From an optimization exercise on the open Yosys and OpenROAD flow, aimed at small area and a short achievable clock period; shortcuts taken in it are not production practice. Function was checked by simulation only, so behaviour that the tests miss may differ from the original. No activity file was given, so power comes from the tool's default toggle rates.

oak:
## fir_transpose_nom
module fir_transpose_nom #(
    parameter DATA_WIDTH      = 5,
    parameter TAP_COEFF_WIDTH = 5,
    parameter NUM_TAPS        = 50
)(
    input                               clk,
    input                               rst,
    input  signed [DATA_WIDTH-1:0]      in,
    output signed [DATA_WIDTH-1:0]      out,
    input  [NUM_TAPS*TAP_COEFF_WIDTH-1:0] tap_coeffs
);
Size in the first run: about 5300 cells after synthesis, roughly 500 flip-flops, ~0.043 mm^2 of cells after synthesis.
export LEC_CHECK = 0
export CAP_MARGIN = 20
export CORE_MARGIN = 2
export CORE_UTILIZATION = 60
export SETUP_SLACK_MARGIN = 2.5
export SLEW_MARGIN = 20
create_clock -name core_clock -period 6.0 [get_ports {clk}]
standard.sh (not shown) runs the stock make flow with config.mk's settings and CLKGATE_MAP_FILE= SYNTH_SCRIPT=/design/flow/synth_recipe.tcl, a recipe that flattens the netlist after the stock synthesis.
==> flow/flow/run.sh <==
#!/bin/bash
# The standard layout (standard.sh), with two changes to synthesis only:
# adders are left to ABC instead of being mapped onto the library's full- and
# half-adder cells, and ABC maps with flow/abc.script. Registers are untouched.
set -euo pipefail
W=$(pwd)
export FLOW_SYNTH_TCL=$W/synth_recipe.tcl
bash standard.sh SYNTH_SCRIPT=$W/flow/my_synth.tcl ADDER_MAP_FILE= \
  ABC_SCRIPT_OVERRIDE=$W/flow/abc.script finish > standard_flow.log 2>&1
==> flow/flow/abc.script <==
&get -n
&st
&dch -f
&nf -R 1000
&put
topo
stime -c
buffer -c
upsize -c
dnsize -c
==> flow/flow/my_synth.tcl <==
# The standard flow's synthesis script (synth_recipe.tcl in the flow's work folder, sourced
# unchanged), with ABC's mapping script replaced by the file named in
# ABC_SCRIPT_OVERRIDE. Only the combinational mapping changes; registers are
# mapped exactly as in the standard synthesis.
proc abc {args} {
  if { [info exists ::env(ABC_SCRIPT_OVERRIDE)] && $::env(ABC_SCRIPT_OVERRIDE) ne "" } {
    set i [lsearch -exact $args -script]
    if { $i >= 0 } { lset args [expr { $i + 1 }] $::env(ABC_SCRIPT_OVERRIDE) }
  }
  yosys abc {*}$args
}
source $::env(FLOW_SYNTH_TCL)
Both conditions hold for oak: the flow ran to the end and the final layout passed the timing, DRC and antenna checks.
Edits applied to the flow inputs when going from oak to pine:
- a change of SETUP_SLACK_MARGIN from 2.5 to 2.0
- a change of CORE_UTILIZATION from 60 to 50
## What came out
- The higher total routing resource utilization after global routing of pine and oak is in oak.
- oak → pine: share of the core filled with cells in the final layout down 13 points, routed wire length flat, clock power share up 0.4 points, wire length of the first global-routing pass flat, number of global-route vias before repair down 3.7%.
- Post-route clock period utilization sits higher in pine than in oak.
- Between pine and oak, the non-clock buffer count is lower for pine.
Input-level comparison between birch and pine:
- SETUP_SLACK_MARGIN changed from 2.0 to 2.5
- CORE_UTILIZATION changed from 50 to 60
==> flow/flow/abc.script <==
&get -n
&st
&dch -f
&nf -R 0
&put
topo
stime -c
buffer -c
upsize -c
dnsize -c
Results
birch vs pine, endpoint of the worst setup timing path: prod_q[248] vs prod_q[113]. Between birch and pine, it is birch whose utilization after layout is higher, by 13 points. Summary: with pine as the reference, via count of the first global-routing pass in birch moved up by a little under 10%. pine ended up with in[1] as its startpoint of the most critical setup path; birch ended up with in[3]. birch vs pine on count of fill cells added during filler insertion: birch is the lower one. Compared to pine, birch has worst slew margin relative to its limit 1.5 points higher. ~same overall power after layout in birch and pine. Compared with pine, birch shows a sequential share of power that is 0.4 points higher.

* * *

== v10 ==
fir_transpose_nom, a different RTL version from the one above (not shown whole).
Size in the first run: roughly 750 flip-flops, about 260 I/O pins, about 51000 um2 of cells after synthesis.
==> flow/config.mk <==
export PLATFORM = sky130hd
export DESIGN_NAME = fir_transpose_nom
export DESIGN_NICKNAME = fir_transpose_nom
export VERILOG_FILES = /design/flow/design.v
export SDC_FILE = /design/flow/constraint.sdc
export NUM_CORES = 4
export LEC_CHECK = 0
export CAP_MARGIN = 20
export CORE_MARGIN = 2
export CORE_UTILIZATION = 45
export SETUP_SLACK_MARGIN = 3.3
export SLEW_MARGIN = 20
==> flow/constraint.sdc <==
create_clock -name core_clock -period 6.0 [get_ports {clk}]
set_input_delay 1.2000 -clock core_clock [delete_from_list [all_inputs] [get_ports {clk}]]
set_output_delay 1.2000 -clock core_clock [all_outputs]
set_load 0.01 [all_outputs]
==> flow/flow/run.sh <==
#!/bin/bash
# The standard layout (standard.sh), with these changes:
# - synthesis leaves adders to ABC instead of mapping them onto the library's
#   full- and half-adder cells, and ABC maps with flow/abc.script (registers are
#   mapped exactly as in the standard synthesis);
# - every input and output port still gets its own buffer, but a plain buf_1
#   instead of the delay buffer the default picks (timing repair upsizes the
#   ones that need it).
set -euo pipefail
W=$(pwd)
export FLOW_SYNTH_TCL=$W/synth_recipe.tcl
bash standard.sh SYNTH_SCRIPT=$W/flow/my_synth.tcl ADDER_MAP_FILE= \
  ABC_SCRIPT_OVERRIDE=$W/flow/abc.script \
  "BUFFER_PORTS_ARGS=-buffer_cell sky130_fd_sc_hd__buf_1" finish > standard_flow.log 2>&1
==> flow/flow/abc.script <==
&get -n
&st
&dch -f
&nf -R 1000
&put
topo
stime -c
buffer -c
upsize -c
dnsize -c
Scripts as last shown in full above: flow/flow/my_synth.tcl
--- input diff v10..v9 ---
- CORE_UTILIZATION now 50, was 45
==> summary.txt <==
v9 | status: complete | timing, DRC, antenna: pass. On combinational group power, v10 and v9 are basically level. Design internal power is lower on v9. As far as post-synthesis cell area goes, v10 and v9 are indistinguishable; the numbers are identical. v9: clock latency on the worst-skew pair lower than v10. Total power ends up higher on v10. v9 vs v10 on total number of cells along the worst setup path: v9 is the lower one. Compared with v10, v9 shows TritonCTS buffer count that has gone up by a few percent. What v9 reported for DRC violation total after the first TritonRoute iteration has to be multiplied by 1.09 to get the figure for v10. Share of final layout cell area taken by clock buffers and inverters across v10 and v9: no real change. In the metrics for v10 and v9, the one carrying the higher fraction of the core area covered by cells at the end of the flow is v9. Between v10 and v9, total iterations of the first detailed-routing run increased.
Input-level comparison between v6 and v9:
- CORE_UTILIZATION changed from 50 to 68
## What came out
Looking only at layout-stage area growth over the synthesis result, and setting everything else aside, the lower value of v6 and v9 goes to v6.
Per the comparison of v6 with v9, global-route usage +9.1 points; sequential share of cell area +0.20 points; per-cell via count in the routed design +0.53.
Looking only at count of clock-buffer cells in the layout, and setting everything else aside, the higher value of v6 and v9 goes to v9.
Compared with v9, v6 shows a wire length of the first global-routing pass that is 5800 um lower.
Side by side, die area turned out lower in v6 than in v9.
Relative to v9, final period utilization has gone up in v6.
Looking at cell count, v6 sits 329 lower than v9 does.
v6 vs. v9: post-route cell area dropped 390 um2, horizontal die dimension shrank by 14%.

* * *

fir_transpose_nom again, from the RTL that the note above started with.
==> flow/config.mk <==
export PLATFORM = sky130hd
export DESIGN_NAME = fir_transpose_nom
export DESIGN_NICKNAME = fir_transpose_nom
export VERILOG_FILES = /design/flow/design.v
export SDC_FILE = /design/flow/constraint.sdc
export NUM_CORES = 4
export LEC_CHECK = 0
export CAP_MARGIN = 20
export CORE_MARGIN = 2
export CORE_UTILIZATION = 60
export SETUP_SLACK_MARGIN = 3.6
export SLEW_MARGIN = 20
==> flow/constraint.sdc <==
create_clock -name core_clock -period 6.0 [get_ports {clk}]
set_input_delay 1.2000 -clock core_clock [delete_from_list [all_inputs] [get_ports {clk}]]
set_output_delay 1.2000 -clock core_clock [all_outputs]
set_load 0.01 [all_outputs]
Scripts as last shown in full above: flow/flow/run.sh, flow/flow/abc.script, flow/flow/my_synth.tcl
Then changed:
==> flow/flow/abc.script (replaced) <==
&get -n
&st
&dch -f
&nf -R 0
&put
topo
stime -c
buffer -c
upsize -c
dnsize -c
- SETUP_SLACK_MARGIN: 3.6 -> 3.3
The changed run went through all stages and came out clean.
Design area drops by about 2%.
Core utilization came out lower by 6.7 points.
Setup slack loses 0.11 ns.
First-iteration DRC count goes down by about 0.5%.
Cell count drops by about 3%.
Flip-flop and latch count is unchanged.
Sequential share of layout area climbs by 0.51 points.
Area after synthesis went up by 7.6%.
Die area increases by about 7.5%.
Total power came out lower by 5.1%.
Count of clock-buffer cells in the layout stays the same.
Then changed:
==> flow/flow/abc.script (replaced) <==
&get -n
&st
&dch -f
&nf -R 1000
&put
topo
stime -c
buffer -c
upsize -c
dnsize -c
- SETUP_SLACK_MARGIN: 3.3 -> 3.0
=>
- final area went down by 7.5%
- core utilization fell by 0.20 points
- global-route usage decreases by 1.3 points
Then changed:
- CORE_UTILIZATION: 60 -> 50
- SETUP_SLACK_MARGIN: 3.0 -> 3.45
The changed run completed without violations. Sequential power is about the same. Maximum frequency increases by about 18%. Die area increases by 20%. Worst hold slack degrades by 0.0087 ns. Synthesized area is unchanged. Clock-buffer cell count increases by 2. Total power increases by about 8%. Cell area increases by 5.9%. Clock skew decreases by 0.0035 ns. Cell count increases by about 4.3%. Utilization decreases by 7.8 points.
Then changed:
- CORE_UTILIZATION: 50 -> 60
- SETUP_SLACK_MARGIN: 3.45 -> 3.3
Outcome: Register-to-register slack degrades by 0.10 ns; final area goes down by about 4%; wire length drops by 5.3%; fmax came out lower by about 8%; cell count drops by about 3.7%; setup slack is worse by 0.21 ns; clock power decreases by about 7%; power fell by about 6%; combinational power went down by about 8%.

* * *

fir_transpose_nom with an RTL version that a note above also has.
For scale: ~5,300 cells after synthesis, about 500 flip-flops, roughly 260 I/O pins, roughly 43,000 sq um of cells after synthesis.
clock: 6.0 ns
lec_check: 0
cap_margin: 20
core_margin: 2
core_utilization: 50
setup_slack_margin: 2.5
slew_margin: 20
==> flow/flow/run.sh <==
#!/bin/bash
# The standard layout (standard.sh), with two changes to synthesis only:
# adders are left to ABC instead of being mapped onto the library's full- and
# half-adder cells, and ABC maps with flow/abc.script. Registers are untouched.
set -euo pipefail
W=$(pwd)
export FLOW_SYNTH_TCL=$W/synth_recipe.tcl
bash standard.sh SYNTH_SCRIPT=$W/flow/my_synth.tcl ADDER_MAP_FILE= \
  ABC_SCRIPT_OVERRIDE=$W/flow/abc.script finish > standard_flow.log 2>&1
==> flow/flow/abc.script <==
&get -n
&st
&dch -f
&nf -R 1000
&put
topo
stime -c
buffer -c
upsize -c
dnsize -c
Scripts as last shown in full above: flow/flow/my_synth.tcl
Next try:
--- a/flow/config.mk
+++ b/flow/config.mk
@@ -10,2 +10,2 @@
-export CORE_UTILIZATION = 50
-export SETUP_SLACK_MARGIN = 2.5
+export CORE_UTILIZATION = 45
+export SETUP_SLACK_MARGIN = 3.0
Result: First-iteration DRC count is higher by 11%; cell area is higher by 12%; sequential share of layout area decreases by 2.6 points; power rose by 6.5%; wire length climbs by 13%; global-route usage goes up by 0.73 points; worst hold slack is about the same; worst setup slack gains 180 ps.
Next try:
==> flow/flow/run.sh (replaced) <==
#!/bin/bash
# The standard layout (standard.sh), with these changes:
# - synthesis leaves adders to ABC instead of mapping them onto the library's
#   full- and half-adder cells, and ABC maps with flow/abc.script (registers are
#   mapped exactly as in the standard synthesis);
# - every input and output port still gets its own buffer, but a plain buf_1
#   instead of the delay buffer the default picks (timing repair upsizes the
#   ones that need it).
set -euo pipefail
W=$(pwd)
export FLOW_SYNTH_TCL=$W/synth_recipe.tcl
bash standard.sh SYNTH_SCRIPT=$W/flow/my_synth.tcl ADDER_MAP_FILE= \
  ABC_SCRIPT_OVERRIDE=$W/flow/abc.script \
  "BUFFER_PORTS_ARGS=-buffer_cell sky130_fd_sc_hd__buf_1" finish > standard_flow.log 2>&1
--- a/flow/config.mk
+++ b/flow/config.mk
@@ -10,2 +10,2 @@
-export CORE_UTILIZATION = 45
-export SETUP_SLACK_MARGIN = 3.0
+export CORE_UTILIZATION = 60
+export SETUP_SLACK_MARGIN = 2.5
Outcome: Power falls by 7.2%. Flip-flop and latch count does not change. Fmax is lower by 4.3%. Combinational power falls by about 10%. Hold slack stays flat. Final area drops by 14%. Routed wire length drops by 15%. Clock-buffer cell count goes down by 10. Setup slack is worse by 150 ps. Non-clock buffer count is lower by 303.
Next try:
==> flow/flow/run.sh (replaced) <==
#!/bin/bash
# The standard layout (standard.sh), with two changes to synthesis only:
# adders are left to ABC instead of being mapped onto the library's full- and
# half-adder cells, and ABC maps with flow/abc.script. Registers are untouched.
set -euo pipefail
W=$(pwd)
export FLOW_SYNTH_TCL=$W/synth_recipe.tcl
bash standard.sh SYNTH_SCRIPT=$W/flow/my_synth.tcl ADDER_MAP_FILE= \
  ABC_SCRIPT_OVERRIDE=$W/flow/abc.script finish > standard_flow.log 2>&1
==> flow/flow/abc.script (replaced) <==
strash
dch
map -B 0.9
topo
stime -c
buffer -c
upsize -c
dnsize -c
--- a/flow/config.mk
+++ b/flow/config.mk
@@ -10 +10 @@
-export CORE_UTILIZATION = 60
+export CORE_UTILIZATION = 50
Global-route usage falls by 1.1 points.
Worst hold slack gets better by 3.4 ps.
Non-clock buffer count drops by 61.
Final cell count went up by 47%.
Die area rises by 36%.

-- static timing again, ports no longer ideal --
In the flow no input, the clock included, has a driving cell. The finished layouts below were timed again as built, in two steps. Step 1 sets driving cells, clkbuf_16 on the clock port and buf_2 on the other inputs (assumed; they add their load-dependent delay and slew). Step 2 moves the port delays by t, midway between the first and last clock arrival at a register: inputs arrive t later, outputs are due t later. That takes back most of the time a late clock gives input paths. Slacks: ideal ports / drivers / drivers and shift; pairs: ideal ports / drivers.
| run | t (ns) | setup slack, ns | clock arrival spread, ns |
|---|---|---|---|
| oak | 0.695 | 2.548 / 2.337 / 1.642 | 0.024 / 0.024 |
| pine | 0.708 | 2.150 / 2.158 / 1.450 | 0.035 / 0.035 |
| birch | 0.716 | 2.512 / 2.272 / 1.556 | 0.032 / 0.031 |
| v10 | 0.754 | 3.303 / 3.136 / 2.382 | 0.041 / 0.041 |
| v9 | 0.734 | 3.296 / 3.128 / 2.394 | 0.032 / 0.032 |
| v6 | 0.726 | 3.266 / 3.141 / 2.415 | 0.031 / 0.030 |
| the first run of note 3 | 0.714 | 3.395 / 3.220 / 2.506 | 0.024 / 0.023 |
| the second run of note 3 | 0.738 | 3.284 / 3.309 / 2.571 | 0.026 / 0.026 |
| the third run of note 3 | 0.711 | 2.998 / 2.998 / 2.287 | 0.028 / 0.028 |
| the fourth run of note 3 | 0.742 | 3.458 / 3.201 / 2.460 | 0.023 / 0.023 |
| the fifth run of note 3 | 0.708 | 3.246 / 3.138 / 2.430 | 0.017 / 0.018 |
| the first run of note 4 | 0.720 | 2.504 / 2.289 / 1.569 | 0.023 / 0.023 |
| the second run of note 4 | 0.759 | 2.689 / 2.474 / 1.715 | 0.043 / 0.042 |
| the third run of note 4 | 0.690 | 2.540 / 2.338 / 1.648 | 0.017 / 0.017 |
| the fourth run of note 4 | 0.755 | 2.554 / 2.563 / 1.808 | 0.040 / 0.040 |
After both steps every run listed still meets setup and hold. For the fourth run of note 3, which loses most, drivers alone change the setup slack by -0.257 ns; drivers and shift together by -0.998 ns.
